This design comes from an exercise in tuning for small area, a short achievable clock period and few clock cycles on the open sky130 flow, not from production work. Function was checked by simulation only, so behaviour that the tests miss may differ from the original. Power figures rest on the tool's default switching activity, not on a simulated workload.

==> flow/design.v (outline; a module is shown in full before it is edited, if it fits) <==
// module trace_back: 276 lines
// module lcs_alnmat_ram: 29 lines
// module lcs_alnmat: 35 lines
// module lcs_seq0_ram: 20 lines
// module lcs_seq0: 26 lines
// module lcs_seq1_ram: 20 lines
// module lcs_seq1: 26 lines
// module lcs_subseq_ram: 20 lines
// module lcs_subseq: 26 lines
// module lcs_trace_ram: 20 lines
// module lcs_trace: 26 lines
// module lcs: 926 lines
module lcs (
        ap_clk,
        ap_rst,
        ap_start,
        ap_done,
        ap_idle,
        ap_ready,
        data_in_address0,
        data_in_ce0,
        data_in_q0,
        data_out_address0,
        data_out_ce0,
        data_out_we0,
        data_out_d0,
        n,
        m
);
  // ...
==> flow/run.sh <==
#!/bin/bash
# synth_recipe.tcl (not shown) runs the flow's synth.tcl, then flattens the netlist and writes it again
# the make line also repeats each setting of config.mk as NAME=value (left out here)
make -C /OpenROAD-flow-scripts/flow DESIGN_CONFIG=/design/flow/config.mk WORK_HOME=/design/flow/orfs CLKGATE_MAP_FILE= SYNTH_SCRIPT=/design/flow/synth_recipe.tcl finish
==> flow/config.mk <==
export PLATFORM = sky130hd
export DESIGN_NAME = lcs
export DESIGN_NICKNAME = lcs
export VERILOG_FILES = /design/flow/design.v
export SDC_FILE = /design/flow/constraint.sdc
export NUM_CORES = 4
export LEC_CHECK = 0
export CAP_MARGIN = 20
export CORE_MARGIN = 2
export CORE_UTILIZATION = 25
export PLACE_DENSITY = 0.45
export SLEW_MARGIN = 20
==> flow/constraint.sdc <==
create_clock -name core_clock -period 8.0 [get_ports {ap_clk}]
set_input_delay 1.6000 -clock core_clock [delete_from_list [all_inputs] [get_ports {ap_clk}]]
set_output_delay 1.6000 -clock core_clock [all_outputs]
set_load 0.01 [all_outputs]
==> flow_summary.toml, run 1 <==
[yosys]
synthesis.nets = 11000
synth_top_family_by_area = "simple AND/OR/NAND/NOR gates"
synthAdderAreaFrac = 0.0319
syn-instance-count = 10600
synthArstFlopShare = 0
synth-edff-count = 2781

[power]
p_switching_uw = 7100
p_leak_uw = 0.0520
finalPower_uw = 33100
powerClk_uw = 15800

[critical_path]
max_stage_delay_ns = 0.94
cp_top_family = "simple AND/OR/NAND/NOR gates"
crit_start = "grp_trace_back_fu_326.cnt_0_reg_109[23]$_DFFE_PP_"
cpMaxStageDelayCell = "nor4_2"
cp-start-kind = "flop"

[placement]
place_ws_ns = 1.37
io_buffers = 95

[outcome]
status = "timing/DRC/antenna clean"

[clock_tree]
cts-root-buf = "clkbuf_16"
hold_buffers = 0

[detailed_routing]
drc = 0
first_pass_iters = 7
highest_layer = "met5"
drt_wl_total_um = 557000

[layout]
clockBufferCount = 428
filler_cell_count = 57000
reg_top3 = "alnmat_U.lcs_alnmat_ram_U.ram: 1792 flops, trace_U.lcs_trace_ram_U.ram: 112 flops, subseq_U.lcs_subseq_ram_U.ram: 64 flops"

[job]
max_cap_violations = 0

[timing]
final.setup.worst_slack_ns = 1.05
Testbench counts, summed over its fixed seeds: cycles 806,144.
==> module lcs, before the edit <==
module lcs (
        ap_clk,
        ap_rst,
        ap_start,
        ap_done,
        ap_idle,
        ap_ready,
        data_in_address0,
        data_in_ce0,
        data_in_q0,
        data_out_address0,
        data_out_ce0,
        data_out_we0,
        data_out_d0,
        n,
        m
);
parameter    ap_ST_fsm_state1 = 22'd1;
parameter    ap_ST_fsm_state2 = 22'd2;
parameter    ap_ST_fsm_state3 = 22'd4;
parameter    ap_ST_fsm_state4 = 22'd8;
parameter    ap_ST_fsm_state5 = 22'd16;
parameter    ap_ST_fsm_state6 = 22'd32;
parameter    ap_ST_fsm_state7 = 22'd64;
parameter    ap_ST_fsm_state8 = 22'd128;
parameter    ap_ST_fsm_state9 = 22'd256;
parameter    ap_ST_fsm_state10 = 22'd512;
parameter    ap_ST_fsm_state11 = 22'd1024;
parameter    ap_ST_fsm_state12 = 22'd2048;
parameter    ap_ST_fsm_state13 = 22'd4096;
parameter    ap_ST_fsm_state14 = 22'd8192;
parameter    ap_ST_fsm_state15 = 22'd16384;
parameter    ap_ST_fsm_state16 = 22'd32768;
parameter    ap_ST_fsm_state17 = 22'd65536;
parameter    ap_ST_fsm_state18 = 22'd131072;
parameter    ap_ST_fsm_state19 = 22'd262144;
parameter    ap_ST_fsm_state20 = 22'd524288;
parameter    ap_ST_fsm_state21 = 22'd1048576;
parameter    ap_ST_fsm_state22 = 22'd2097152;
input   ap_clk;
input   ap_rst;
input   ap_start;
output   ap_done;
output   ap_idle;
output   ap_ready;
output  [3:0] data_in_address0;
output   data_in_ce0;
input  [7:0] data_in_q0;
output  [2:0] data_out_address0;
output   data_out_ce0;
output   data_out_we0;
output  [7:0] data_out_d0;
input  [31:0] n;
input  [31:0] m;
reg ap_done;
reg ap_idle;
reg ap_ready;
reg[3:0] data_in_address0;
reg data_in_ce0;
reg[2:0] data_out_address0;
reg data_out_ce0;
reg data_out_we0;
reg[7:0] data_out_d0;
(* fsm_encoding = "none" *) reg   [21:0] ap_CS_fsm;
wire    ap_CS_fsm_state1;
reg   [5:0] trace_address0;
reg    trace_ce0;
reg    trace_we0;
wire   [6:0] trace_q0;
wire   [30:0] i_fu_345_p2;
reg   [30:0] i_reg_709;
wire    ap_CS_fsm_state2;
wire   [63:0] zext_ln10_fu_351_p1;
reg   [63:0] zext_ln10_reg_714;
wire   [0:0] icmp_ln9_fu_340_p2;
wire   [30:0] i_4_fu_365_p2;
reg   [30:0] i_4_reg_727;
wire    ap_CS_fsm_state4;
wire   [0:0] icmp_ln13_fu_360_p2;
wire   [31:0] i_5_fu_391_p2;
reg   [31:0] i_5_reg_740;
wire    ap_CS_fsm_state6;
wire   [6:0] sub_ln24_fu_413_p2;
reg   [6:0] sub_ln24_reg_745;
wire   [0:0] icmp_ln22_fu_386_p2;
wire   [31:0] j_fu_424_p2;
wire    ap_CS_fsm_state7;
wire   [31:0] add_ln30_fu_449_p2;
reg   [31:0] add_ln30_reg_761;
wire    ap_CS_fsm_state8;
wire   [0:0] icmp_ln28_fu_444_p2;
wire   [6:0] trunc_ln30_fu_480_p1;
reg   [6:0] trunc_ln30_reg_772;
wire    ap_CS_fsm_state9;
wire  signed [36:0] sext_ln30_fu_484_p1;
reg  signed [36:0] sext_ln30_reg_777;
wire   [35:0] sub_ln36_fu_504_p2;
reg   [35:0] sub_ln36_reg_782;
wire   [6:0] trunc_ln36_fu_510_p1;
reg   [6:0] trunc_ln36_reg_787;
wire   [7:0] seq0_q0;
reg   [7:0] seq0_load_reg_792;
wire  signed [35:0] add_ln30_3_fu_538_p2;
reg  signed [35:0] add_ln30_3_reg_800;
wire    ap_CS_fsm_state10;
wire   [0:0] icmp_ln29_fu_514_p2;
reg   [5:0] alnmat_addr_4_reg_806;
wire   [31:0] i_7_fu_553_p2;
wire  signed [36:0] add_ln30_2_fu_563_p2;
reg  signed [36:0] add_ln30_2_reg_821;
wire    ap_CS_fsm_state11;
wire   [0:0] icmp_ln31_fu_577_p2;
reg   [0:0] icmp_ln31_reg_836;
wire   [31:0] alnmat_q0;
reg   [31:0] alnmat_load_1_reg_840;
wire    ap_CS_fsm_state12;
wire   [31:0] alnmat_q1;
reg   [31:0] alnmat_load_3_reg_845;
wire   [36:0] select_ln87_fu_591_p3;
reg   [36:0] select_ln87_reg_850;
wire    ap_CS_fsm_state13;
reg   [5:0] trace_addr_reg_860;
wire    ap_CS_fsm_state14;
reg   [5:0] alnmat_addr_3_reg_865;
reg   [31:0] alnmat_load_4_reg_871;
wire   [31:0] add_ln32_1_fu_617_p2;
reg   [31:0] add_ln32_1_reg_877;
wire    ap_CS_fsm_state15;
wire   [6:0] select_ln37_fu_644_p3;
wire    ap_CS_fsm_state18;
wire   [0:0] icmp_ln35_fu_634_p2;
wire   [31:0] j_4_fu_652_p2;
reg   [31:0] j_4_reg_891;
wire   [31:0] grp_trace_back_fu_326_ap_return;
reg  signed [31:0] len_reg_896;
wire    ap_CS_fsm_state20;
wire    grp_trace_back_fu_326_ap_ready;
wire    grp_trace_back_fu_326_ap_done;
wire   [31:0] i_6_fu_663_p2;
reg   [31:0] i_6_reg_902;
wire    ap_CS_fsm_state21;
wire   [31:0] j_3_fu_675_p2;
reg   [31:0] j_3_reg_910;
wire   [0:0] icmp_ln49_fu_669_p2;
reg   [2:0] seq0_address0;
reg    seq0_ce0;
reg    seq0_we0;
reg   [2:0] seq1_address0;
reg    seq1_ce0;
reg    seq1_we0;
wire   [7:0] seq1_q0;
reg   [2:0] subseq_address0;
reg    subseq_ce0;
reg    subseq_we0;
wire   [7:0] subseq_q0;
reg   [5:0] alnmat_address0;
reg    alnmat_ce0;
reg    alnmat_we0;
reg   [31:0] alnmat_d0;
reg   [5:0] alnmat_address1;
reg    alnmat_ce1;
wire    grp_trace_back_fu_326_ap_start;
wire    grp_trace_back_fu_326_ap_idle;
wire   [2:0] grp_trace_back_fu_326_seq0_address0;
wire    grp_trace_back_fu_326_seq0_ce0;
wire   [2:0] grp_trace_back_fu_326_subseq_address0;
wire    grp_trace_back_fu_326_subseq_ce0;
wire    grp_trace_back_fu_326_subseq_we0;
wire   [7:0] grp_trace_back_fu_326_subseq_d0;
wire   [5:0] grp_trace_back_fu_326_trace_address0;
wire    grp_trace_back_fu_326_trace_ce0;
reg   [30:0] i_0_reg_236;
wire    ap_CS_fsm_state3;
reg   [30:0] i_1_reg_247;
wire    ap_CS_fsm_state5;
reg   [31:0] i_2_reg_259;
wire   [0:0] icmp_ln23_fu_419_p2;
reg   [31:0] j_0_reg_270;
reg  signed [31:0] i_3_reg_281;
reg  signed [31:0] j_1_reg_293;
wire    ap_CS_fsm_state19;
reg   [6:0] storemerge_reg_305;
reg   [31:0] i_4_in_reg_317;
wire    ap_CS_fsm_state22;
reg    grp_trace_back_fu_326_ap_start_reg;
wire  signed [63:0] sext_ln14_fu_376_p1;
wire   [63:0] zext_ln14_fu_381_p1;
wire  signed [63:0] sext_ln24_fu_439_p1;
wire   [63:0] zext_ln30_fu_455_p1;
wire  signed [63:0] sext_ln32_fu_548_p1;
wire   [63:0] zext_ln30_1_fu_525_p1;
wire  signed [63:0] sext_ln30_1_fu_568_p1;
wire  signed [63:0] sext_ln30_3_fu_573_p1;
wire  signed [63:0] sext_ln87_fu_598_p1;
wire  signed [63:0] sext_ln36_3_fu_611_p1;
wire  signed [63:0] sext_ln48_fu_658_p1;
wire   [63:0] zext_ln51_fu_680_p1;
wire  signed [63:0] sext_ln51_fu_685_p1;
wire    ap_CS_fsm_state16;
wire   [31:0] select_ln87_1_fu_627_p3;
wire    ap_CS_fsm_state17;
wire   [31:0] zext_ln9_fu_336_p1;
wire   [31:0] zext_ln13_fu_356_p1;
wire   [31:0] add_ln14_fu_371_p2;
wire   [3:0] trunc_ln24_1_fu_401_p1;
wire   [6:0] sext_ln24_2_cast_fu_405_p3;
wire   [6:0] trunc_ln24_fu_397_p1;
wire   [6:0] trunc_ln24_2_fu_430_p1;
wire   [6:0] add_ln24_fu_434_p2;
wire   [34:0] tmp_1_fu_463_p3;
wire   [35:0] zext_ln30_3_fu_470_p1;
wire   [35:0] zext_ln30_2_fu_460_p1;
wire  signed [35:0] sub_ln30_fu_474_p2;
wire   [34:0] tmp_2_fu_492_p3;
wire  signed [35:0] sext_ln36_1_fu_500_p1;
wire  signed [35:0] sext_ln36_fu_488_p1;
wire   [31:0] add_ln30_1_fu_519_p2;
wire   [35:0] zext_ln30_4_fu_534_p1;
wire   [6:0] trunc_ln30_1_fu_530_p1;
wire   [6:0] add_ln32_fu_543_p2;
wire  signed [36:0] sext_ln36_2_fu_559_p1;
wire   [0:0] icmp_ln87_fu_585_p2;
wire  signed [36:0] sext_ln30_2_fu_582_p1;
wire   [6:0] trunc_ln36_1_fu_602_p1;
wire   [6:0] add_ln36_fu_606_p2;
wire   [0:0] icmp_ln87_1_fu_623_p2;
wire   [0:0] icmp_ln37_fu_639_p2;
wire  signed [31:0] sext_ln48_fu_658_p0;
reg   [21:0] ap_NS_fsm;
lcs_trace #(
    .DataWidth( 7 ),
    .AddressRange( 56 ),
    .AddressWidth( 6 ))
trace_U(
    .clk(ap_clk),
    .reset(ap_rst),
    .address0(trace_address0),
    .ce0(trace_ce0),
    .we0(trace_we0),
    .d0(storemerge_reg_305),
    .q0(trace_q0)
);
lcs_seq0 #(
    .DataWidth( 8 ),
    .AddressRange( 7 ),
    .AddressWidth( 3 ))
seq0_U(
    .clk(ap_clk),
    .reset(ap_rst),
    .address0(seq0_address0),
    .ce0(seq0_ce0),
    .we0(seq0_we0),
    .d0(data_in_q0),
    .q0(seq0_q0)
);
lcs_seq1 #(
    .DataWidth( 8 ),
    .AddressRange( 6 ),
    .AddressWidth( 3 ))
seq1_U(
    .clk(ap_clk),
    .reset(ap_rst),
    .address0(seq1_address0),
    .ce0(seq1_ce0),
    .we0(seq1_we0),
    .d0(data_in_q0),
    .q0(seq1_q0)
);
lcs_subseq #(
    .DataWidth( 8 ),
    .AddressRange( 8 ),
    .AddressWidth( 3 ))
subseq_U(
    .clk(ap_clk),
    .reset(ap_rst),
    .address0(subseq_address0),
    .ce0(subseq_ce0),
    .we0(subseq_we0),
    .d0(grp_trace_back_fu_326_subseq_d0),
    .q0(subseq_q0)
);
lcs_alnmat #(
    .DataWidth( 32 ),
    .AddressRange( 56 ),
    .AddressWidth( 6 ))
alnmat_U(
    .clk(ap_clk),
    .reset(ap_rst),
    .address0(alnmat_address0),
    .ce0(alnmat_ce0),
    .we0(alnmat_we0),
    .d0(alnmat_d0),
    .q0(alnmat_q0),
    .address1(alnmat_address1),
    .ce1(alnmat_ce1),
    .q1(alnmat_q1)
);
trace_back grp_trace_back_fu_326(
    .ap_clk(ap_clk),
    .ap_rst(ap_rst),
    .ap_start(grp_trace_back_fu_326_ap_start),
    .ap_done(grp_trace_back_fu_326_ap_done),
    .ap_idle(grp_trace_back_fu_326_ap_idle),
    .ap_ready(grp_trace_back_fu_326_ap_ready),
    .n(n),
    .m(m),
    .seq0_address0(grp_trace_back_fu_326_seq0_address0),
    .seq0_ce0(grp_trace_back_fu_326_seq0_ce0),
    .seq0_q0(seq0_q0),
    .subseq_address0(grp_trace_back_fu_326_subseq_address0),
    .subseq_ce0(grp_trace_back_fu_326_subseq_ce0),
    .subseq_we0(grp_trace_back_fu_326_subseq_we0),
    .subseq_d0(grp_trace_back_fu_326_subseq_d0),
    .trace_address0(grp_trace_back_fu_326_trace_address0),
    .trace_ce0(grp_trace_back_fu_326_trace_ce0),
    .trace_q0(trace_q0),
    .ap_return(grp_trace_back_fu_326_ap_return)
);
always @ (posedge ap_clk) begin
    if (ap_rst == 1'b1) begin
        ap_CS_fsm <= ap_ST_fsm_state1;
    end else begin
        ap_CS_fsm <= ap_NS_fsm;
    end
end
always @ (posedge ap_clk) begin
    if (ap_rst == 1'b1) begin
        grp_trace_back_fu_326_ap_start_reg <= 1'b0;
    end else begin
        if (((icmp_ln28_fu_444_p2 == 1'd1) & (1'b1 == ap_CS_fsm_state8))) begin
            grp_trace_back_fu_326_ap_start_reg <= 1'b1;
        end else if ((grp_trace_back_fu_326_ap_ready == 1'b1)) begin
            grp_trace_back_fu_326_ap_start_reg <= 1'b0;
        end
    end
end
always @ (posedge ap_clk) begin
    if ((1'b1 == ap_CS_fsm_state3)) begin
        i_0_reg_236 <= i_reg_709;
    end else if (((ap_start == 1'b1) & (1'b1 == ap_CS_fsm_state1))) begin
        i_0_reg_236 <= 31'd0;
    end
end
always @ (posedge ap_clk) begin
    if (((icmp_ln9_fu_340_p2 == 1'd0) & (1'b1 == ap_CS_fsm_state2))) begin
        i_1_reg_247 <= 31'd0;
    end else if ((1'b1 == ap_CS_fsm_state5)) begin
        i_1_reg_247 <= i_4_reg_727;
    end
end
always @ (posedge ap_clk) begin
    if (((icmp_ln13_fu_360_p2 == 1'd0) & (1'b1 == ap_CS_fsm_state4))) begin
        i_2_reg_259 <= 32'd0;
    end else if (((icmp_ln23_fu_419_p2 == 1'd1) & (1'b1 == ap_CS_fsm_state7))) begin
        i_2_reg_259 <= i_5_reg_740;
    end
end
always @ (posedge ap_clk) begin
    if (((icmp_ln22_fu_386_p2 == 1'd1) & (1'b1 == ap_CS_fsm_state6))) begin
        i_3_reg_281 <= 32'd1;
    end else if (((icmp_ln29_fu_514_p2 == 1'd1) & (1'b1 == ap_CS_fsm_state10))) begin
        i_3_reg_281 <= i_7_fu_553_p2;
    end
end
always @ (posedge ap_clk) begin
    if ((1'b1 == ap_CS_fsm_state22)) begin
        i_4_in_reg_317 <= i_6_reg_902;
    end else if (((grp_trace_back_fu_326_ap_done == 1'b1) & (1'b1 == ap_CS_fsm_state20))) begin
        i_4_in_reg_317 <= grp_trace_back_fu_326_ap_return;
    end
end
always @ (posedge ap_clk) begin
    if (((1'b1 == ap_CS_fsm_state6) & (icmp_ln22_fu_386_p2 == 1'd0))) begin
        j_0_reg_270 <= 32'd0;
    end else if (((1'b1 == ap_CS_fsm_state7) & (icmp_ln23_fu_419_p2 == 1'd0))) begin
        j_0_reg_270 <= j_fu_424_p2;
    end
end
always @ (posedge ap_clk) begin
    if ((1'b1 == ap_CS_fsm_state9)) begin
        j_1_reg_293 <= 32'd1;
    end else if ((1'b1 == ap_CS_fsm_state19)) begin
        j_1_reg_293 <= j_4_reg_891;
    end
end
always @ (posedge ap_clk) begin
    if ((1'b1 == ap_CS_fsm_state18)) begin
        if ((icmp_ln35_fu_634_p2 == 1'd1)) begin
                        storemerge_reg_305[0] <= 1'b1;
            storemerge_reg_305[3] <= 1'b0;
            storemerge_reg_305[4] <= 1'b1;
        end else if ((icmp_ln35_fu_634_p2 == 1'd0)) begin
                        storemerge_reg_305[0] <= select_ln37_fu_644_p3[0];
            storemerge_reg_305[4 : 3] <= select_ln37_fu_644_p3[4 : 3];
        end
    end
end
always @ (posedge ap_clk) begin
    if ((1'b1 == ap_CS_fsm_state11)) begin
        add_ln30_2_reg_821 <= add_ln30_2_fu_563_p2;
        icmp_ln31_reg_836 <= icmp_ln31_fu_577_p2;
    end
end
always @ (posedge ap_clk) begin
    if (((1'b1 == ap_CS_fsm_state10) & (icmp_ln29_fu_514_p2 == 1'd0))) begin
        add_ln30_3_reg_800 <= add_ln30_3_fu_538_p2;
        alnmat_addr_4_reg_806 <= sext_ln32_fu_548_p1;
    end
end
always @ (posedge ap_clk) begin
    if (((1'b1 == ap_CS_fsm_state8) & (icmp_ln28_fu_444_p2 == 1'd0))) begin
        add_ln30_reg_761 <= add_ln30_fu_449_p2;
    end
end
always @ (posedge ap_clk) begin
    if ((1'b1 == ap_CS_fsm_state15)) begin
        add_ln32_1_reg_877 <= add_ln32_1_fu_617_p2;
    end
end
always @ (posedge ap_clk) begin
    if ((1'b1 == ap_CS_fsm_state14)) begin
        alnmat_addr_3_reg_865 <= sext_ln36_3_fu_611_p1;
        alnmat_load_4_reg_871 <= alnmat_q1;
        trace_addr_reg_860 <= sext_ln36_3_fu_611_p1;
    end
end
always @ (posedge ap_clk) begin
    if ((1'b1 == ap_CS_fsm_state12)) begin
        alnmat_load_1_reg_840 <= alnmat_q0;
        alnmat_load_3_reg_845 <= alnmat_q1;
        select_ln87_reg_850 <= select_ln87_fu_591_p3;
    end
end
always @ (posedge ap_clk) begin
    if ((1'b1 == ap_CS_fsm_state4)) begin
        i_4_reg_727 <= i_4_fu_365_p2;
    end
end
always @ (posedge ap_clk) begin
    if ((1'b1 == ap_CS_fsm_state6)) begin
        i_5_reg_740 <= i_5_fu_391_p2;
    end
end
always @ (posedge ap_clk) begin
    if ((1'b1 == ap_CS_fsm_state21)) begin
        i_6_reg_902 <= i_6_fu_663_p2;
    end
end
always @ (posedge ap_clk) begin
    if ((1'b1 == ap_CS_fsm_state2)) begin
        i_reg_709 <= i_fu_345_p2;
    end
end
always @ (posedge ap_clk) begin
    if (((icmp_ln49_fu_669_p2 == 1'd1) & (1'b1 == ap_CS_fsm_state21))) begin
        j_3_reg_910 <= j_3_fu_675_p2;
    end
end
always @ (posedge ap_clk) begin
    if ((1'b1 == ap_CS_fsm_state18)) begin
        j_4_reg_891 <= j_4_fu_652_p2;
    end
end
always @ (posedge ap_clk) begin
    if (((grp_trace_back_fu_326_ap_done == 1'b1) & (1'b1 == ap_CS_fsm_state20))) begin
        len_reg_896 <= grp_trace_back_fu_326_ap_return;
    end
end
always @ (posedge ap_clk) begin
    if ((1'b1 == ap_CS_fsm_state9)) begin
        seq0_load_reg_792 <= seq0_q0;
        sext_ln30_reg_777 <= sext_ln30_fu_484_p1;
        sub_ln36_reg_782 <= sub_ln36_fu_504_p2;
        trunc_ln30_reg_772 <= trunc_ln30_fu_480_p1;
        trunc_ln36_reg_787 <= trunc_ln36_fu_510_p1;
    end
end
always @ (posedge ap_clk) begin
    if (((1'b1 == ap_CS_fsm_state6) & (icmp_ln22_fu_386_p2 == 1'd0))) begin
        sub_ln24_reg_745 <= sub_ln24_fu_413_p2;
    end
end
always @ (posedge ap_clk) begin
    if (((icmp_ln9_fu_340_p2 == 1'd1) & (1'b1 == ap_CS_fsm_state2))) begin
        zext_ln10_reg_714[30 : 0] <= zext_ln10_fu_351_p1[30 : 0];
    end
end
always @ (*) begin
    if ((1'b1 == ap_CS_fsm_state16)) begin
        alnmat_address0 = alnmat_addr_3_reg_865;
    end else if ((1'b1 == ap_CS_fsm_state14)) begin
        alnmat_address0 = sext_ln36_3_fu_611_p1;
    end else if ((1'b1 == ap_CS_fsm_state11)) begin
        alnmat_address0 = sext_ln30_1_fu_568_p1;
    end else if ((1'b1 == ap_CS_fsm_state7)) begin
        alnmat_address0 = sext_ln24_fu_439_p1;
    end else begin
        alnmat_address0 = 'bx;
    end
end
always @ (*) begin
    if ((1'b1 == ap_CS_fsm_state17)) begin
        alnmat_address1 = alnmat_addr_3_reg_865;
    end else if ((1'b1 == ap_CS_fsm_state14)) begin
        alnmat_address1 = alnmat_addr_4_reg_806;
    end else if ((1'b1 == ap_CS_fsm_state13)) begin
        alnmat_address1 = sext_ln87_fu_598_p1;
    end else if ((1'b1 == ap_CS_fsm_state11)) begin
        alnmat_address1 = sext_ln30_3_fu_573_p1;
    end else begin
        alnmat_address1 = 'bx;
    end
end
always @ (*) begin
    if (((1'b1 == ap_CS_fsm_state16) | (1'b1 == ap_CS_fsm_state14) | (1'b1 == ap_CS_fsm_state11) | (1'b1 == ap_CS_fsm_state7))) begin
        alnmat_ce0 = 1'b1;
    end else begin
        alnmat_ce0 = 1'b0;
    end
end
always @ (*) begin
    if (((1'b1 == ap_CS_fsm_state17) | (1'b1 == ap_CS_fsm_state14) | (1'b1 == ap_CS_fsm_state13) | (1'b1 == ap_CS_fsm_state11))) begin
        alnmat_ce1 = 1'b1;
    end else begin
        alnmat_ce1 = 1'b0;
    end
end
always @ (*) begin
    if ((1'b1 == ap_CS_fsm_state16)) begin
        alnmat_d0 = select_ln87_1_fu_627_p3;
    end else if ((1'b1 == ap_CS_fsm_state14)) begin
        alnmat_d0 = alnmat_q1;
    end else if ((1'b1 == ap_CS_fsm_state7)) begin
        alnmat_d0 = 32'd0;
    end else begin
        alnmat_d0 = 'bx;
    end
end
always @ (*) begin
    if (((1'b1 == ap_CS_fsm_state14) | ((icmp_ln31_reg_836 == 1'd1) & (1'b1 == ap_CS_fsm_state16)) | ((1'b1 == ap_CS_fsm_state7) & (icmp_ln23_fu_419_p2 == 1'd0)))) begin
        alnmat_we0 = 1'b1;
    end else begin
        alnmat_we0 = 1'b0;
    end
end
always @ (*) begin
    if (((1'b1 == ap_CS_fsm_state21) & (icmp_ln49_fu_669_p2 == 1'd0))) begin
        ap_done = 1'b1;
    end else begin
        ap_done = 1'b0;
    end
end
always @ (*) begin
    if (((ap_start == 1'b0) & (1'b1 == ap_CS_fsm_state1))) begin
        ap_idle = 1'b1;
    end else begin
        ap_idle = 1'b0;
    end
end
always @ (*) begin
    if (((1'b1 == ap_CS_fsm_state21) & (icmp_ln49_fu_669_p2 == 1'd0))) begin
        ap_ready = 1'b1;
    end else begin
        ap_ready = 1'b0;
    end
end
always @ (*) begin
    if ((1'b1 == ap_CS_fsm_state4)) begin
        data_in_address0 = sext_ln14_fu_376_p1;
    end else if ((1'b1 == ap_CS_fsm_state2)) begin
        data_in_address0 = zext_ln10_fu_351_p1;
    end else begin
        data_in_address0 = 'bx;
    end
end
always @ (*) begin
    if (((1'b1 == ap_CS_fsm_state4) | (1'b1 == ap_CS_fsm_state2))) begin
        data_in_ce0 = 1'b1;
    end else begin
        data_in_ce0 = 1'b0;
    end
end
always @ (*) begin
    if ((1'b1 == ap_CS_fsm_state22)) begin
        data_out_address0 = sext_ln51_fu_685_p1;
    end else if ((1'b1 == ap_CS_fsm_state20)) begin
        data_out_address0 = sext_ln48_fu_658_p1;
    end else begin
        data_out_address0 = 'bx;
    end
end
always @ (*) begin
    if (((1'b1 == ap_CS_fsm_state22) | ((grp_trace_back_fu_326_ap_done == 1'b1) & (1'b1 == ap_CS_fsm_state20)))) begin
        data_out_ce0 = 1'b1;
    end else begin
        data_out_ce0 = 1'b0;
    end
end
always @ (*) begin
    if ((1'b1 == ap_CS_fsm_state22)) begin
        data_out_d0 = subseq_q0;
    end else if ((1'b1 == ap_CS_fsm_state20)) begin
        data_out_d0 = 8'd0;
    end else begin
        data_out_d0 = 'bx;
    end
end
always @ (*) begin
    if (((1'b1 == ap_CS_fsm_state22) | ((grp_trace_back_fu_326_ap_done == 1'b1) & (1'b1 == ap_CS_fsm_state20)))) begin
        data_out_we0 = 1'b1;
    end else begin
        data_out_we0 = 1'b0;
    end
end
always @ (*) begin
    if (((1'b1 == ap_CS_fsm_state8) & (icmp_ln28_fu_444_p2 == 1'd0))) begin
        seq0_address0 = zext_ln30_fu_455_p1;
    end else if ((1'b1 == ap_CS_fsm_state3)) begin
        seq0_address0 = zext_ln10_reg_714;
    end else if ((1'b1 == ap_CS_fsm_state20)) begin
        seq0_address0 = grp_trace_back_fu_326_seq0_address0;
    end else begin
        seq0_address0 = 'bx;
    end
end
always @ (*) begin
    if (((1'b1 == ap_CS_fsm_state3) | ((1'b1 == ap_CS_fsm_state8) & (icmp_ln28_fu_444_p2 == 1'd0)))) begin
        seq0_ce0 = 1'b1;
    end else if ((1'b1 == ap_CS_fsm_state20)) begin
        seq0_ce0 = grp_trace_back_fu_326_seq0_ce0;
    end else begin
        seq0_ce0 = 1'b0;
    end
end
always @ (*) begin
    if ((1'b1 == ap_CS_fsm_state3)) begin
        seq0_we0 = 1'b1;
    end else begin
        seq0_we0 = 1'b0;
    end
end
always @ (*) begin
    if ((1'b1 == ap_CS_fsm_state10)) begin
        seq1_address0 = zext_ln30_1_fu_525_p1;
    end else if ((1'b1 == ap_CS_fsm_state5)) begin
        seq1_address0 = zext_ln14_fu_381_p1;
    end else begin
        seq1_address0 = 'bx;
    end
end
always @ (*) begin
    if (((1'b1 == ap_CS_fsm_state5) | (1'b1 == ap_CS_fsm_state10))) begin
        seq1_ce0 = 1'b1;
    end else begin
        seq1_ce0 = 1'b0;
    end
end
always @ (*) begin
    if ((1'b1 == ap_CS_fsm_state5)) begin
        seq1_we0 = 1'b1;
    end else begin
        seq1_we0 = 1'b0;
    end
end
always @ (*) begin
    if ((1'b1 == ap_CS_fsm_state21)) begin
        subseq_address0 = zext_ln51_fu_680_p1;
    end else if ((1'b1 == ap_CS_fsm_state20)) begin
        subseq_address0 = grp_trace_back_fu_326_subseq_address0;
    end else begin
        subseq_address0 = 'bx;
    end
end
always @ (*) begin
    if ((1'b1 == ap_CS_fsm_state21)) begin
        subseq_ce0 = 1'b1;
    end else if ((1'b1 == ap_CS_fsm_state20)) begin
        subseq_ce0 = grp_trace_back_fu_326_subseq_ce0;
    end else begin
        subseq_ce0 = 1'b0;
    end
end
always @ (*) begin
    if ((1'b1 == ap_CS_fsm_state20)) begin
        subseq_we0 = grp_trace_back_fu_326_subseq_we0;
    end else begin
        subseq_we0 = 1'b0;
    end
end
always @ (*) begin
    if ((1'b1 == ap_CS_fsm_state19)) begin
        trace_address0 = trace_addr_reg_860;
    end else if ((1'b1 == ap_CS_fsm_state20)) begin
        trace_address0 = grp_trace_back_fu_326_trace_address0;
    end else begin
        trace_address0 = 'bx;
    end
end
always @ (*) begin
    if ((1'b1 == ap_CS_fsm_state19)) begin
        trace_ce0 = 1'b1;
    end else if ((1'b1 == ap_CS_fsm_state20)) begin
        trace_ce0 = grp_trace_back_fu_326_trace_ce0;
    end else begin
        trace_ce0 = 1'b0;
    end
end
always @ (*) begin
    if ((1'b1 == ap_CS_fsm_state19)) begin
        trace_we0 = 1'b1;
    end else begin
        trace_we0 = 1'b0;
    end
end
always @ (*) begin
    case (ap_CS_fsm)
        ap_ST_fsm_state1 : begin
            if (((ap_start == 1'b1) & (1'b1 == ap_CS_fsm_state1))) begin
                ap_NS_fsm = ap_ST_fsm_state2;
            end else begin
                ap_NS_fsm = ap_ST_fsm_state1;
            end
        end
        ap_ST_fsm_state2 : begin
            if (((icmp_ln9_fu_340_p2 == 1'd0) & (1'b1 == ap_CS_fsm_state2))) begin
                ap_NS_fsm = ap_ST_fsm_state4;
            end else begin
                ap_NS_fsm = ap_ST_fsm_state3;
            end
        end
        ap_ST_fsm_state3 : begin
            ap_NS_fsm = ap_ST_fsm_state2;
        end
        ap_ST_fsm_state4 : begin
            if (((icmp_ln13_fu_360_p2 == 1'd0) & (1'b1 == ap_CS_fsm_state4))) begin
                ap_NS_fsm = ap_ST_fsm_state6;
            end else begin
                ap_NS_fsm = ap_ST_fsm_state5;
            end
        end
        ap_ST_fsm_state5 : begin
            ap_NS_fsm = ap_ST_fsm_state4;
        end
        ap_ST_fsm_state6 : begin
            if (((icmp_ln22_fu_386_p2 == 1'd1) & (1'b1 == ap_CS_fsm_state6))) begin
                ap_NS_fsm = ap_ST_fsm_state8;
            end else begin
                ap_NS_fsm = ap_ST_fsm_state7;
            end
        end
        ap_ST_fsm_state7 : begin
            if (((icmp_ln23_fu_419_p2 == 1'd1) & (1'b1 == ap_CS_fsm_state7))) begin
                ap_NS_fsm = ap_ST_fsm_state6;
            end else begin
                ap_NS_fsm = ap_ST_fsm_state7;
            end
        end
        ap_ST_fsm_state8 : begin
            if (((icmp_ln28_fu_444_p2 == 1'd1) & (1'b1 == ap_CS_fsm_state8))) begin
                ap_NS_fsm = ap_ST_fsm_state20;
            end else begin
                ap_NS_fsm = ap_ST_fsm_state9;
            end
        end
        ap_ST_fsm_state9 : begin
            ap_NS_fsm = ap_ST_fsm_state10;
        end
        ap_ST_fsm_state10 : begin
            if (((icmp_ln29_fu_514_p2 == 1'd1) & (1'b1 == ap_CS_fsm_state10))) begin
                ap_NS_fsm = ap_ST_fsm_state8;
            end else begin
                ap_NS_fsm = ap_ST_fsm_state11;
            end
        end
        ap_ST_fsm_state11 : begin
            ap_NS_fsm = ap_ST_fsm_state12;
        end
        ap_ST_fsm_state12 : begin
            ap_NS_fsm = ap_ST_fsm_state13;
        end
        ap_ST_fsm_state13 : begin
            ap_NS_fsm = ap_ST_fsm_state14;
        end
        ap_ST_fsm_state14 : begin
            if (((1'b1 == ap_CS_fsm_state14) & (icmp_ln31_reg_836 == 1'd0))) begin
                ap_NS_fsm = ap_ST_fsm_state16;
            end else begin
                ap_NS_fsm = ap_ST_fsm_state15;
            end
        end
        ap_ST_fsm_state15 : begin
            ap_NS_fsm = ap_ST_fsm_state16;
        end
        ap_ST_fsm_state16 : begin
            ap_NS_fsm = ap_ST_fsm_state17;
        end
        ap_ST_fsm_state17 : begin
            ap_NS_fsm = ap_ST_fsm_state18;
        end
        ap_ST_fsm_state18 : begin
            ap_NS_fsm = ap_ST_fsm_state19;
        end
        ap_ST_fsm_state19 : begin
            ap_NS_fsm = ap_ST_fsm_state10;
        end
        ap_ST_fsm_state20 : begin
            if (((grp_trace_back_fu_326_ap_done == 1'b1) & (1'b1 == ap_CS_fsm_state20))) begin
                ap_NS_fsm = ap_ST_fsm_state21;
            end else begin
                ap_NS_fsm = ap_ST_fsm_state20;
            end
        end
        ap_ST_fsm_state21 : begin
            if (((1'b1 == ap_CS_fsm_state21) & (icmp_ln49_fu_669_p2 == 1'd0))) begin
                ap_NS_fsm = ap_ST_fsm_state1;
            end else begin
                ap_NS_fsm = ap_ST_fsm_state22;
            end
        end
        ap_ST_fsm_state22 : begin
            ap_NS_fsm = ap_ST_fsm_state21;
        end
        default : begin
            ap_NS_fsm = 'bx;
        end
    endcase
end
assign add_ln14_fu_371_p2 = (zext_ln13_fu_356_p1 + n);
assign add_ln24_fu_434_p2 = (sub_ln24_reg_745 + trunc_ln24_2_fu_430_p1);
assign add_ln30_1_fu_519_p2 = ($signed(32'd4294967295) + $signed(j_1_reg_293));
assign add_ln30_2_fu_563_p2 = ($signed(sext_ln30_reg_777) + $signed(sext_ln36_2_fu_559_p1));
assign add_ln30_3_fu_538_p2 = (sub_ln36_reg_782 + zext_ln30_4_fu_534_p1);
assign add_ln30_fu_449_p2 = ($signed(32'd4294967295) + $signed(i_3_reg_281));
assign add_ln32_1_fu_617_p2 = (alnmat_q1 + 32'd1);
assign add_ln32_fu_543_p2 = (trunc_ln30_reg_772 + trunc_ln30_1_fu_530_p1);
assign add_ln36_fu_606_p2 = (trunc_ln36_reg_787 + trunc_ln36_1_fu_602_p1);
assign ap_CS_fsm_state1 = ap_CS_fsm[32'd0];
assign ap_CS_fsm_state10 = ap_CS_fsm[32'd9];
assign ap_CS_fsm_state11 = ap_CS_fsm[32'd10];
assign ap_CS_fsm_state12 = ap_CS_fsm[32'd11];
assign ap_CS_fsm_state13 = ap_CS_fsm[32'd12];
assign ap_CS_fsm_state14 = ap_CS_fsm[32'd13];
assign ap_CS_fsm_state15 = ap_CS_fsm[32'd14];
assign ap_CS_fsm_state16 = ap_CS_fsm[32'd15];
assign ap_CS_fsm_state17 = ap_CS_fsm[32'd16];
assign ap_CS_fsm_state18 = ap_CS_fsm[32'd17];
assign ap_CS_fsm_state19 = ap_CS_fsm[32'd18];
assign ap_CS_fsm_state2 = ap_CS_fsm[32'd1];
assign ap_CS_fsm_state20 = ap_CS_fsm[32'd19];
assign ap_CS_fsm_state21 = ap_CS_fsm[32'd20];
assign ap_CS_fsm_state22 = ap_CS_fsm[32'd21];
assign ap_CS_fsm_state3 = ap_CS_fsm[32'd2];
assign ap_CS_fsm_state4 = ap_CS_fsm[32'd3];
assign ap_CS_fsm_state5 = ap_CS_fsm[32'd4];
assign ap_CS_fsm_state6 = ap_CS_fsm[32'd5];
assign ap_CS_fsm_state7 = ap_CS_fsm[32'd6];
assign ap_CS_fsm_state8 = ap_CS_fsm[32'd7];
assign ap_CS_fsm_state9 = ap_CS_fsm[32'd8];
assign grp_trace_back_fu_326_ap_start = grp_trace_back_fu_326_ap_start_reg;
assign i_4_fu_365_p2 = (i_1_reg_247 + 31'd1);
assign i_5_fu_391_p2 = (i_2_reg_259 + 32'd1);
assign i_6_fu_663_p2 = ($signed(i_4_in_reg_317) + $signed(32'd4294967295));
assign i_7_fu_553_p2 = ($signed(i_3_reg_281) + $signed(32'd1));
assign i_fu_345_p2 = (i_0_reg_236 + 31'd1);
assign icmp_ln13_fu_360_p2 = (($signed(zext_ln13_fu_356_p1) < $signed(m)) ? 1'b1 : 1'b0);
assign icmp_ln22_fu_386_p2 = (($signed(i_2_reg_259) > $signed(n)) ? 1'b1 : 1'b0);
assign icmp_ln23_fu_419_p2 = (($signed(j_0_reg_270) > $signed(m)) ? 1'b1 : 1'b0);
assign icmp_ln28_fu_444_p2 = (($signed(i_3_reg_281) > $signed(n)) ? 1'b1 : 1'b0);
assign icmp_ln29_fu_514_p2 = (($signed(j_1_reg_293) > $signed(m)) ? 1'b1 : 1'b0);
assign icmp_ln31_fu_577_p2 = ((seq0_load_reg_792 == seq1_q0) ? 1'b1 : 1'b0);
assign icmp_ln35_fu_634_p2 = ((alnmat_q1 == alnmat_load_1_reg_840) ? 1'b1 : 1'b0);
assign icmp_ln37_fu_639_p2 = ((alnmat_q1 == alnmat_load_3_reg_845) ? 1'b1 : 1'b0);
assign icmp_ln49_fu_669_p2 = (($signed(i_4_in_reg_317) > $signed(32'd0)) ? 1'b1 : 1'b0);
assign icmp_ln87_1_fu_623_p2 = (($signed(alnmat_load_4_reg_871) > $signed(add_ln32_1_reg_877)) ? 1'b1 : 1'b0);
assign icmp_ln87_fu_585_p2 = (($signed(alnmat_q0) > $signed(alnmat_q1)) ? 1'b1 : 1'b0);
assign icmp_ln9_fu_340_p2 = (($signed(zext_ln9_fu_336_p1) < $signed(n)) ? 1'b1 : 1'b0);
assign j_3_fu_675_p2 = ($signed(len_reg_896) - $signed(i_4_in_reg_317));
assign j_4_fu_652_p2 = ($signed(j_1_reg_293) + $signed(32'd1));
assign j_fu_424_p2 = (j_0_reg_270 + 32'd1);
assign select_ln37_fu_644_p3 = ((icmp_ln37_fu_639_p2[0:0] === 1'b1) ? 7'd76 : 7'd68);
assign select_ln87_1_fu_627_p3 = ((icmp_ln87_1_fu_623_p2[0:0] === 1'b1) ? alnmat_load_4_reg_871 : add_ln32_1_reg_877);
assign select_ln87_fu_591_p3 = ((icmp_ln87_fu_585_p2[0:0] === 1'b1) ? add_ln30_2_reg_821 : sext_ln30_2_fu_582_p1);
assign sext_ln14_fu_376_p1 = $signed(add_ln14_fu_371_p2);
assign sext_ln24_2_cast_fu_405_p3 = {{trunc_ln24_1_fu_401_p1}, {3'd0}};
assign sext_ln24_fu_439_p1 = $signed(add_ln24_fu_434_p2);
assign sext_ln30_1_fu_568_p1 = add_ln30_2_fu_563_p2;
assign sext_ln30_2_fu_582_p1 = add_ln30_3_reg_800;
assign sext_ln30_3_fu_573_p1 = add_ln30_3_reg_800;
assign sext_ln30_fu_484_p1 = sub_ln30_fu_474_p2;
assign sext_ln32_fu_548_p1 = $signed(add_ln32_fu_543_p2);
assign sext_ln36_1_fu_500_p1 = $signed(tmp_2_fu_492_p3);
assign sext_ln36_2_fu_559_p1 = j_1_reg_293;
assign sext_ln36_3_fu_611_p1 = $signed(add_ln36_fu_606_p2);
assign sext_ln36_fu_488_p1 = i_3_reg_281;
assign sext_ln48_fu_658_p0 = grp_trace_back_fu_326_ap_return;
assign sext_ln48_fu_658_p1 = sext_ln48_fu_658_p0;
assign sext_ln51_fu_685_p1 = $signed(j_3_reg_910);
assign sext_ln87_fu_598_p1 = $signed(select_ln87_reg_850);
assign sub_ln24_fu_413_p2 = (sext_ln24_2_cast_fu_405_p3 - trunc_ln24_fu_397_p1);
assign sub_ln30_fu_474_p2 = (zext_ln30_3_fu_470_p1 - zext_ln30_2_fu_460_p1);
assign sub_ln36_fu_504_p2 = ($signed(sext_ln36_1_fu_500_p1) - $signed(sext_ln36_fu_488_p1));
assign tmp_1_fu_463_p3 = {{add_ln30_reg_761}, {3'd0}};
assign tmp_2_fu_492_p3 = {{i_3_reg_281}, {3'd0}};
assign trunc_ln24_1_fu_401_p1 = i_2_reg_259[3:0];
assign trunc_ln24_2_fu_430_p1 = j_0_reg_270[6:0];
assign trunc_ln24_fu_397_p1 = i_2_reg_259[6:0];
assign trunc_ln30_1_fu_530_p1 = add_ln30_1_fu_519_p2[6:0];
assign trunc_ln30_fu_480_p1 = sub_ln30_fu_474_p2[6:0];
assign trunc_ln36_1_fu_602_p1 = j_1_reg_293[6:0];
assign trunc_ln36_fu_510_p1 = sub_ln36_fu_504_p2[6:0];
assign zext_ln10_fu_351_p1 = i_0_reg_236;
assign zext_ln13_fu_356_p1 = i_1_reg_247;
assign zext_ln14_fu_381_p1 = i_1_reg_247;
assign zext_ln30_1_fu_525_p1 = add_ln30_1_fu_519_p2;
assign zext_ln30_2_fu_460_p1 = add_ln30_reg_761;
assign zext_ln30_3_fu_470_p1 = tmp_1_fu_463_p3;
assign zext_ln30_4_fu_534_p1 = add_ln30_1_fu_519_p2;
assign zext_ln30_fu_455_p1 = add_ln30_fu_449_p2;
assign zext_ln51_fu_680_p1 = i_6_fu_663_p2;
assign zext_ln9_fu_336_p1 = i_0_reg_236;
always @ (posedge ap_clk) begin
    zext_ln10_reg_714[63:31] <= 33'b000000000000000000000000000000000;
    storemerge_reg_305[2:1] <= 2'b10;
    storemerge_reg_305[6:5] <= 2'b10;
end
endmodule  
==> run 2: changes to the inputs <==
==> flow/design.v (replaced) <==
`timescale 1 ns / 1 ps
module lcs (
        ap_clk,
        ap_rst,
        ap_start,
        ap_done,
        ap_idle,
        ap_ready,
        data_in_address0,
        data_in_ce0,
        data_in_q0,
        data_out_address0,
        data_out_ce0,
        data_out_we0,
        data_out_d0,
        n,
        m
);
input   ap_clk;
input   ap_rst;
input   ap_start;
output   ap_done;
output   ap_idle;
output   ap_ready;
output  [3:0] data_in_address0;
output   data_in_ce0;
input  [7:0] data_in_q0;
output  [2:0] data_out_address0;
output   data_out_ce0;
output   data_out_we0;
output  [7:0] data_out_d0;
input  [31:0] n;
input  [31:0] m;
localparam ST_IDLE = 2'd0, ST_RD = 2'd1, ST_WT = 2'd2, ST_OUT = 2'd3;
reg  [1:0] st;
reg  [3:0] ra;       
reg        ph;       
reg        dsh;      
reg        drow;     
reg  [2:0] oa;       
reg  [7:0] sr0, sr1, sr2, sr3, sr4, sr5;    
reg  [5:0] V;        
reg  [0:0] S0;       
reg  [1:0] S1;
reg  [2:0] S2;
reg  [3:0] S3;
reg  [4:0] S4;
reg  [5:0] S5;
wire [2:0] n3 = n[2:0];
wire [2:0] m3 = m[2:0];
wire       idle = (st == ST_IDLE);
wire       nz = (n3 != 3'd0) && (m3 != 3'd0);
wire       iss = idle ? (ap_start && nz) : (st == ST_RD);
wire [3:0] caddr = idle ? {1'b0, n3} : ra;
wire       cph = idle ? 1'b1 : ph;
wire [3:0] last1 = {1'b0, n3} + {1'b0, m3} - 4'd1;
wire       end1 = (caddr == last1);
wire       end0 = (caddr[2:0] == n3 - 3'd1);
assign data_in_ce0 = iss;
assign data_in_address0 = caddr;
wire [5:0] valid = {m3 >= 3'd1, m3 >= 3'd2, m3 >= 3'd3,
                    m3 >= 3'd4, m3 >= 3'd5, m3 >= 3'd6};
wire [7:0] c = data_in_q0;
wire [5:0] M = valid & {sr5 == c, sr4 == c, sr3 == c, sr2 == c, sr1 == c, sr0 == c};
wire [5:0] y = V & M;
wire [6:0] sum = {1'b0, V} + {1'b0, y};
wire [5:0] Vn = sum[5:0] | (V & ~M);
wire [6:0] cx = {1'b0, V} ^ {1'b0, y} ^ sum;
wire [5:0] U = ~cx[6:1];       
wire [5:0] L = Vn;             
wire [0:0] T0 = U[0] ? S0 : (L[0] ? 1'b0 : 1'b1);
wire [1:0] T1 = U[1] ? S1 : (L[1] ? {1'b0, T0} : {1'b1, S0});
wire [2:0] T2 = U[2] ? S2 : (L[2] ? {1'b0, T1} : {1'b1, S1});
wire [3:0] T3 = U[3] ? S3 : (L[3] ? {1'b0, T2} : {1'b1, S2});
wire [4:0] T4 = U[4] ? S4 : (L[4] ? {1'b0, T3} : {1'b1, S3});
wire [5:0] T5 = U[5] ? S5 : (L[5] ? {1'b0, T4} : {1'b1, S4});
wire [5:0] low = S5 & (~S5 + 6'd1);
wire [7:0] ch = ({8{low[0]}} & sr0) | ({8{low[1]}} & sr1) | ({8{low[2]}} & sr2) |
                ({8{low[3]}} & sr3) | ({8{low[4]}} & sr4) | ({8{low[5]}} & sr5);
wire       outp = (st == ST_OUT);
wire       fin = outp && (S5 == 6'd0);
assign data_out_ce0 = outp;
assign data_out_we0 = outp;
assign data_out_address0 = oa;
assign data_out_d0 = ch;
assign ap_done = fin;
assign ap_ready = fin;
assign ap_idle = idle && !ap_start;
always @(posedge ap_clk) begin
    if (ap_rst) begin
        st <= ST_IDLE;
        dsh <= 1'b0;
        drow <= 1'b0;
    end else begin
        dsh <= iss && cph;
        drow <= iss && !cph;
        case (st)
        ST_IDLE: if (ap_start) st <= nz ? ST_RD : ST_OUT;
        ST_RD:   if (!ph && end0) st <= ST_WT;
        ST_WT:   st <= ST_OUT;
        ST_OUT:  if (fin) st <= ST_IDLE;
        endcase
    end
end
always @(posedge ap_clk) begin
    if (iss) begin
        ph <= cph && !end1;
        ra <= (cph && end1) ? 4'd0 : caddr + 4'd1;
    end
    if (dsh) begin
        sr0 <= sr1; sr1 <= sr2; sr2 <= sr3; sr3 <= sr4; sr4 <= sr5; sr5 <= c;
    end
    if (idle) begin
        V <= 6'b111111;
        S0 <= 0; S1 <= 0; S2 <= 0; S3 <= 0; S4 <= 0; S5 <= 0;
        oa <= 3'd0;
    end else if (drow) begin
        V <= Vn;
        S0 <= T0; S1 <= T1; S2 <= T2; S3 <= T3; S4 <= T4; S5 <= T5;
    end else if (outp) begin
        S5 <= S5 & ~low;
        oa <= oa + 3'd1;
    end
end
endmodule
==> flow_summary.toml, run 2 <==
[detailed_routing]
drc = 0
first_pass_iters = 5
first_iter_violations = 272
dr_wl_met2_um = 5650
highest_layer = "met4"
drt_wl_total_um = 12200
wl_met1_um = 5840
vias_per_cell = 4.53
vias = 3562
ant_nets = 0
wl_per_cell_um = 15.5
wl_met3_um = 503

[global_routing]
grt_max_degree = 49
grt_pass1_wl_um = 19400
grt_overflow = 0
grt_pass1_vias = 3444
antenna_found_initial = 0
grt.total_usage = 0.118

[clock_tree]
path_clk_slew_ns = 0.06
cts_sinks = 87
worstSkewPairLatency_ns = 0.35
cts_setup_buffers = 0
cts-root-buf = "clkbuf_16"
cts_tree = "built"
ctsResizeCount = 0
hold_buffers = 0
h-tree-depth = 3
cts_buffer_depth = 2
numCtsBuffers = 9

[timing]
fin_worst_skew_ns = 0.00579
tns_ns = 0
fmax_mhz = 179
finalSetupViolations = 0
relSlewSlack = 0.349
rsz0062_at_grt = "no"
final.setup.worst_slack_ns = 2.40
final.min_clock_period_ns = 5.60
timing.final.crit_share = 0.700
tightestPinTransition_ns = 0.972
finalHoldViolCount = 0
finalMaxSlewViolations = 0

[yosys]
yosysTopAreaCellShare = 0.320
netlist_area_mm2 = 0.00497
synth_cell_type_count = 60
yosysWarnings = 1
avgSynthCellArea_um2 = 10.0
syn-instance-count = 495
synthArstFlopShare = 0
yosysSeqAreaShare = 0.457
synth_seq_cells = 87
synth-edff-count = 53
yosys-top-cells-count = "nand2_1 (58), edfxtp_1 (53), nor2_1 (36), xor2_1 (36), dfxtp_1 (34)"
netlist_top_cells_area = "edfxtp_1 (32%), dfxtp_1 (14%), xor2_1 (6.3%)"
yosysTopAreaCell = "edfxtp_1"
synth_most_common_cell = "nand2_1"
synthesis.nets = 591
synthFlopType = "edfxtp_1"

[layout]
drive_above_1_share = 0.0614
layout.cells.most_common = "nand2_1"
stdcell_count = 786
final_cell_mix = "nand2_1 (58), edfxtp_1 (53), clkdlybuf4s50_1 (37)"
area_delta_synth_final_pct = 17.8
diodes = 0
final_cell_area_mm2 = 0.00585
finish.utilization = 0.301
nets = 613
filler_cell_count = 2005

[floorplan]
rows = 51
die_h_um = 145
start_util = 0.255
dieArea_mm2 = 0.0210
die_w_um = 145
core-area_mm2 = 0.0195
io_pins = 96

[power]
p_switching_uw = 505
seqPwrFrac = 0.447
comb_power_share = 0.245
p_per_area_mw_per_mm2 = 268
p_clk_frac = 0.308
switching_share = 0.322
max-vdd-ir-drop_v = 0.000104
p_leak_uw = 0.00210
internal-power_uw = 1060

[placement]
dpl_cell_area_mm2 = 0.00552
place_hpwl_um = 8900
io_buffers = 37
place.gp.congestion = 0.828
place_ws_ns = 2.09
dp_cells = 771

[critical_path]
crit_required_ns = 8.23
worstPathArrival_ns = 5.83
cp-start-kind = "input pin"
cp-end-kind = "flop"
crit_fanout = 7
critPathKind = "input pin to flop"

[outcome]
status = "timing/DRC/antenna clean"

[job]
max_cap_violations = 0

[worst_hold_path]
hold_class = "flop to flop"
[run 2: worst paths after layout]
check	slack, ns	startpoint	cells past startpoint	endpoint
worst min register to register	0.44	ph$_DFFE_PP_	1	drow$_SDFF_PP0_
worst max register to register	3.94	sr0[2]$_DFFE_PP_	15	S5[3]$_SDFFE_PP0P_
worst min-delay path	0.44	ph$_DFFE_PP_	1	drow$_SDFF_PP0_
worst max-delay path	2.40	data_in_q0[4]	16	S5[3]$_SDFFE_PP0P_
[run 2: kinds of logic after synthesis]
kind of cell / after synthesis / share of synthesized area
and+or+nand+nor: 170 / 0.165
AOI/OAI and AO/OA: 88 / 0.128
DFF: 87 / 0.457
xor gates and xnor gates: 60 / 0.113
buffers and inverters: 56 / 0.0559
adders and majority gates: 21 / 0.0544
muxes: 13 / 0.0269
[run 2: power by group through the flow]
stage	Clock, uW	Combinational (uW)	Sequential, uW
after floorplan	0	270	684
after global placement	0	390	705
after detailed placement	0	392	714
after CTS	498	394	703
after global routing	515	432	716
final	483	385	702
[run 2: final cells by class]
class / count / area (um^2) / area share
Multi-Input combinational cell: 352 / 2420 / 0.414
Sequential cell: 87 / 2280 / 0.389
Timing Repair Buffer: 39 / 385 / 0.0658
Tap cell: 265 / 332 / 0.0566
Clock buffer: 9 / 225 / 0.0385
Clock inverter: 6 / 110 / 0.0188
Inverter: 28 / 105 / 0.0180
[run 2: worst max-delay path, cell delays in order]
cell and delay, ns:
clkdlybuf4s50_1 0.60, xor2_1 0.25, nor4_1 0.42, and2_1 0.20, and3_1 0.21, ha_1 0.17
a31o_1 0.35, o311ai_4 0.19, ha_1 0.31, inv_1 0.04, ha_1 0.31, nor2b_1 0.41
mux2i_1 0.37, nor2_1 0.07, a21oi_1 0.22, o2bb2ai_1 0.11
[run 2: metal layers]
metal  vias up  track usage
met1      1698        0.162
met3        10       0.0286
met5         -            0
li1       1781            -
met2        73        0.182
met4         0       0.0411
[run 2: metrics by stage]
stage,hold WS [ns],power (uW)
2_1_floorplan,0.414,954
3_3_place_gp,0.423,1090
3_5_place_dp,0.431,1110
4_1_cts,0.442,1590
5_1_grt,0.473,1660
6_report,0.439,1570
Testbench counts of run 2, summed over its fixed seeds: cycles 38,422.
==> run 3: changes to the inputs <==
==> flow/design.v (replaced) <==
`timescale 1 ns / 1 ps
module lcs (
        ap_clk,
        ap_rst,
        ap_start,
        ap_done,
        ap_idle,
        ap_ready,
        data_in_address0,
        data_in_ce0,
        data_in_q0,
        data_out_address0,
        data_out_ce0,
        data_out_we0,
        data_out_d0,
        n,
        m
);
input   ap_clk;
input   ap_rst;
input   ap_start;
output   ap_done;
output   ap_idle;
output   ap_ready;
output  [3:0] data_in_address0;
output   data_in_ce0;
input  [7:0] data_in_q0;
output  [2:0] data_out_address0;
output   data_out_ce0;
output   data_out_we0;
output  [7:0] data_out_d0;
input  [31:0] n;
input  [31:0] m;
localparam ST_IDLE = 3'd0, ST_RD = 3'd1, ST_W1 = 3'd2, ST_TRM = 3'd3, ST_OUT = 3'd4;
reg  [2:0] st;
reg  [3:0] ra;       
reg        ph;       
reg        dsh;      
reg        drow;     
reg        mrow;     
reg  [5:0] Mr;       
reg        incr;     
reg  [2:0] oa;       
reg  [5:0] hs;       
reg  [7:0] sr0, sr1, sr2, sr3, sr4, sr5;    
reg  [5:0] V;        
reg  [0:0] S0;       
reg  [1:0] S1;
reg  [2:0] S2;
reg  [3:0] S3;
reg  [4:0] S4;
reg  [5:0] S5;       
wire [2:0] n3 = n[2:0];
wire [2:0] m3 = m[2:0];
wire       idle = (st == ST_IDLE);
wire       w1 = (st == ST_W1);
wire       trm = (st == ST_TRM);
wire       outp = (st == ST_OUT);
wire       nz = (n3 != 3'd0) && (m3 != 3'd0);
wire       iss = idle ? ap_start : (st == ST_RD);
wire [3:0] caddr = idle ? {1'b0, n3} : ra;
wire       cph = idle ? 1'b1 : ph;
wire [3:0] last1 = {1'b0, n3} + {1'b0, m3} - 4'd1;
wire       end1 = (caddr == last1);
wire       end0 = (caddr[2:0] == n3 - 3'd1);
assign data_in_ce0 = !idle || ap_start;    
assign data_in_address0 = caddr;
wire [5:0] valid = {m3 >= 3'd1, m3 >= 3'd2, m3 >= 3'd3,
                    m3 >= 3'd4, m3 >= 3'd5, m3 >= 3'd6};
wire [7:0] c = data_in_q0;
wire [5:0] M = {sr5 == c, sr4 == c, sr3 == c, sr2 == c, sr1 == c, sr0 == c};
wire [6:0] cy;                 
assign cy[0] = 1'b0;
genvar g;
generate for (g = 0; g < 6; g = g + 1) begin : carry
    assign cy[g+1] = V[g] & (Mr[g] | cy[g]);
end endgenerate
wire [5:0] Vn = (V & ~Mr) | cy[5:0];
wire [0:0] T0 = cy[1] ? 1'b1 : S0;
wire [1:0] T1 = cy[2] ? (cy[1] ? {1'b0, T0} : {1'b1, S0}) : S1;
wire [2:0] T2 = cy[3] ? (cy[2] ? {1'b0, T1} : {1'b1, S1}) : S2;
wire [3:0] T3 = cy[4] ? (cy[3] ? {1'b0, T2} : {1'b1, S2}) : S3;
wire [4:0] T4 = cy[5] ? (cy[4] ? {1'b0, T3} : {1'b1, S3}) : S4;
wire [5:0] T5 = cy[6] ? (cy[5] ? {1'b0, T4} : {1'b1, S4}) : S5;
wire [5:0] Vc = mrow ? Vn : V;
wire [6:0] cc6;
assign cc6[0] = 1'b0;
generate for (g = 0; g < 6; g = g + 1) begin : carryc
    assign cc6[g+1] = Vc[g] & (M[g] | cc6[g]);
end endgenerate
wire       cc = cc6[6];
wire [5:0] X = (outp ? S5 : T5) & ~hs;      
wire [5:0] lx = {X[5] & ~|X[4:0], X[4] & ~|X[3:0], X[3] & ~|X[2:0],
                 X[2] & ~|X[1:0], X[1] & ~X[0], X[0]};    
wire [7:0] ch = ({8{hs[0]}} & sr0) | ({8{hs[1]}} & sr1) | ({8{hs[2]}} & sr2) |
                ({8{hs[3]}} & sr3) | ({8{hs[4]}} & sr4) | ({8{hs[5]}} & sr5);
wire       fin = (trm && !incr && (oa[2:1] == 2'd0)) || (outp && (S5 == 6'd0));
assign data_out_ce0 = w1 || trm || outp;
assign data_out_we0 = w1 || trm || outp;
assign data_out_address0 = incr ? oa + 3'd1 : (trm ? 3'd0 : oa);
assign data_out_d0 = ch;
assign ap_done = fin;
assign ap_ready = fin;
assign ap_idle = idle && !ap_start;
always @(posedge ap_clk) begin
    if (ap_rst) begin
        st <= ST_IDLE;
        dsh <= 1'b0;
        drow <= 1'b0;
        mrow <= 1'b0;
    end else begin
        dsh <= iss && cph && nz;
        drow <= iss && !cph && nz;
        mrow <= drow;
        case (st)
        ST_IDLE: if (ap_start) st <= nz ? ST_RD : ST_TRM;
        ST_RD:   if (!ph && end0) st <= ST_W1;
        ST_W1:   st <= ST_TRM;
        default: st <= fin ? ST_IDLE : ST_OUT;
        endcase
    end
end
always @(posedge ap_clk) begin
    if (iss) begin
        ph <= cph && !end1;
        ra <= (cph && end1) ? 4'd0 : caddr + 4'd1;
    end
    Mr <= M & {6{drow}};
    incr <= drow && cc;
    if (dsh) begin
        sr0 <= sr1; sr1 <= sr2; sr2 <= sr3; sr3 <= sr4; sr4 <= sr5; sr5 <= c;
    end
    if (w1)
        hs <= cc ? 6'd0 : lx;
    else if (trm || outp)
        hs <= lx;
    else
        hs <= 6'd0;
    if (idle) begin
        V <= valid;
        S0 <= 0; S1 <= 0; S2 <= 0; S3 <= 0; S4 <= 0; S5 <= 0;
        oa <= 3'd0;
    end else begin
        V <= Vn;
        S0 <= T0; S1 <= T1; S2 <= T2; S3 <= T3; S4 <= T4;
        S5 <= (trm || outp) ? X & ~lx : T5;
        oa <= trm ? {2'b00, !incr} : (outp ? oa + 3'd1 : oa + {2'b00, incr});
    end
end
endmodule
==> flow/flow/run.sh (new file) <==
#!/bin/bash
# Own layout flow: the standard ORFS flow (standard.sh), with smaller
# port buffers and a clock tree of mid-size buffers without dummy loads.
set -uo pipefail
bash standard.sh \
  "BUFFER_PORTS_ARGS=-buffer_cell sky130_fd_sc_hd__buf_2" \
  "CTS_ARGS=-sink_clustering_enable -repair_clock_nets -buf_list sky130_fd_sc_hd__clkbuf_8 -dont_use_dummy_load" \
  finish > flow.log 2>&1
==> flow/standard.sh (new file) <==
#!/bin/bash
# synth_recipe.tcl (not shown) runs the flow's synth.tcl, then flattens the netlist and writes it again
# the make line also repeats each setting of config.mk as NAME=value (left out here)
make -C /OpenROAD-flow-scripts/flow DESIGN_CONFIG=/design/flow/config.mk WORK_HOME=/design/flow/orfs CLKGATE_MAP_FILE= SYNTH_SCRIPT=/design/flow/synth_recipe.tcl "${@:-finish}"
--- a/flow/config.mk
+++ b/flow/config.mk
@@ -9,4 +9,5 @@
 export CORE_MARGIN = 2
-export CORE_UTILIZATION = 25
-export PLACE_DENSITY = 0.45
+export CORE_UTILIZATION = 40
+export PLACE_DENSITY = 0.6
+export SETUP_SLACK_MARGIN = 4.5
 export SLEW_MARGIN = 20
removed: flow/run.sh
==> flow_summary.toml, run 3 <==
[clock_tree]
cts_sinks = 102
cts_buffer_depth = 2
cts_tree = "built"
hold_buffers = 0
h-tree-depth = 3
worstSkewPairLatency_ns = 0.39
numCtsBuffers = 9
cts-root-buf = "clkbuf_8"
path_clk_slew_ns = 0.07

[detailed_routing]
vias_per_cell = 5.72
drc = 0
wl_per_cell_um = 17.7
vias = 4075
ant_nets = 0
first_pass_iters = 5
first_iter_violations = 369
drt_wl_total_um = 12600

[placement]
place_ws_ns = 4.18
io_buffers = 37
place.gp.congestion = 0.844
place_hpwl_um = 8710

[yosys]
synth_most_common_cell = "edfxtp_1"
syn-instance-count = 514
synth-edff-count = 53
synth_seq_cells = 102
synthesis.nets = 600
netlist_area_mm2 = 0.00526
yosysWarnings = 1
synth_cell_type_count = 63
yosys-top-cells-count = "edfxtp_1 (53), dfxtp_1 (49), nor2_1 (44), xnor2_1 (39), nand2_1 (30)"
synthFlopType = "edfxtp_1"
avgSynthCellArea_um2 = 10.2
yosysTopAreaCellShare = 0.302
synthArstFlopShare = 0
yosysSeqAreaShare = 0.489
yosysTopAreaCell = "edfxtp_1"
netlist_top_cells_area = "edfxtp_1 (30%), dfxtp_1 (19%), xnor2_1 (6.5%)"

[timing]
tns_ns = 0
finalMaxSlewViolations = 0
finalSetupViolations = 0
relSlewSlack = 0.455
final.setup.worst_slack_ns = 4.37
final.min_clock_period_ns = 3.63
rsz0062_at_grt = "yes"
tightestPinTransition_ns = 0.814
finalHoldViolCount = 0
fmax_mhz = 275
fin_worst_skew_ns = 0.0314
timing.final.crit_share = 0.454

[layout]
final_cell_mix = "edfxtp_1 (53), dfxtp_1 (47), nor2_1 (40)"
layout.cells.most_common = "edfxtp_1"
nets = 629
filler_cell_count = 1244
area_delta_synth_final_pct = 11.2
diodes = 0
drive_above_1_share = 0.165

[critical_path]
cp-start-kind = "input pin"
r2r-start = "V[1]$_DFF_P_"
critPathKind = "input pin to primary output"
r2r_cells = 8
timing.reg2reg.setup_slack_ns = 5.18
crit_fanout = 2
worstPathArrival_ns = 2.03
timing.rr.end = "S5[5]$_SDFF_PP0_"
crit_required_ns = 6.40
cp-end-kind = "primary output"

[worst_hold_path]
whs_path_depth = 2
min_to = "S0$_SDFF_PP0_"
hold_class = "flop to flop"
holdCritStartpoint = "S0$_SDFF_PP0_"

[power]
max-vdd-ir-drop_v = 0.000140
p_leak_uw = 0.00214
p_per_area_mw_per_mm2 = 215

[global_routing]
grt_max_degree = 49
grt.total_usage = 0.182
antenna_found_initial = 0
grt_pass1_wl_um = 20100
grt_pass1_vias = 3868
grt_overflow = 0

[outcome]
status = "timing/DRC/antenna clean"

[floorplan]
die_w_um = 119
io_pins = 96
start_util = 0.414
die_h_um = 119
dieArea_mm2 = 0.0141
rows = 41
core-area_mm2 = 0.0127

[job]
max_cap_violations = 0
==> run 3: changes by cell type in the layout (fill, tap and decap cells not counted), sizes merged, moves of 10 or more <==
cell           before  now
xnor2              19   39
xor2               41   21
nor2b              13    3
buf                 2   50
a22oi               8   27
nand2              58   31
clkdlybuf4s50      37    0
dfxtp              34   49
ha                 20   10
==> run 3: critical path, cell delays in order <==
cell and delay, ns:
buf_8 0.10, mux2i_4 0.15, inv_2 0.06, buf_6 0.12
==> run 3: power by group <==
group	switching (uW)	internal [uW]	total, uW
clock	167	101	268
sequential	79.1	619	698
combinational	157	137	294
==> run 3: kinds of logic after synthesis <==
logic type,synth area share
fa+ha+maj,0.0276
compound gates,0.175
simple gates,0.147
flops,0.489
mux,0.0133
xor+xnor,0.0999
buf+inv,0.0476
==> run 3: through the flow <==
stage	area [um^2]	power [uW]	hold WS (ns)	utilization	std cells
3_5_place_dp	5540	956	0.450	0.435	692
5_1_grt	5850	1320	0.505	0.460	713
4_1_cts	5780	1250	0.466	0.454	708
3_3_place_gp	5540	950	0.446	0.435	692
2_1_floorplan	5290	885	0.424	-	514
6_report	5850	1260	0.459	0.460	713
==> run 3: what timing repair did <==
item,in CTS,in global routing
setup endpoints to repair,8,15
gates resized for setup,16,10
pin swaps,1,0
buffers inserted,7,4
cloned,0,1
==> run 3: area by class of cell <==
cell class              count  area, um^2  share of cell area
well taps                 172         215              0.0368
flip-flops and latches    102        2580               0.440
repair buffers             50         329              0.0562
multi-input cells         357        2520               0.431
inverters                  23        86.3              0.0148
clock buffers               9         124              0.0212
==> run 3: layer usage <==
metal / GRT usage / vias up / wire (um)
met5: 0 / - / 0
met1: 0.259 / 1997 / 6250
met3: 0.0425 / 22 / 548
met4: 0.0685 / 0 / 252
li1: - / 1944 / -
met2: 0.267 / 112 / 5580
==> run 3: how the worst max path moves through the flow <==
stage	from	endpoint	slack, ns	cells past startpoint
4_1_cts	n[1]	data_in_address0[1]	4.36	4
6_report	n[0]	data_in_address0[0]	4.37	4
3_5_place_dp	n[0]	data_in_address0[0]	4.18	4
5_1_grt	n[0]	data_in_address0[0]	4.34	4
3_3_place_gp	m[1]	ra[2]$_SDFFCE_PP0P_	4.20	12
2_1_floorplan	n[2]	data_in_address0[2]	4.49	2
Testbench counts of run 3, summed over its fixed seeds: cycles 36,565.

## what the ideal ports hide
The flow's constraints put no driver on any port. The routed layouts listed below were extracted and timed again, unchanged, in two steps. Step 1, drivers: a clkbuf_16 drives ap_clk and a buf_2 each remaining input, both assumed. Step 2 moves the port delays by t, midway between the first and last clock arrival at a register: inputs arrive t later, outputs are due t later. That takes back most of the time a late clock gives input paths. Three values: ideal ports, drivers, drivers and shift; two values: the first two.
| run | shift t [ns] | slack for setup (ns) | latest minus earliest clock arrival (ns) | slew at the worst register clock pin (ns) |
|---|---|---|---|---|
| run 1 | 1.092 | 1.055 / 0.938 / 1.417 | 0.120 / 0.120 | 0.07 / 0.07 |
| run 2 | 0.385 | 2.402 / 2.421 / 2.036 | 0.006 / 0.006 | 0.06 / 0.06 |
| run 3 | 0.410 | 4.369 / 4.329 / 4.229 | 0.032 / 0.032 | 0.11 / 0.11 |
After both steps every run listed still meets setup and hold. The setup slack of run 2, which loses most, moves by +0.019 ns with the drivers and by -0.366 ns with both steps.
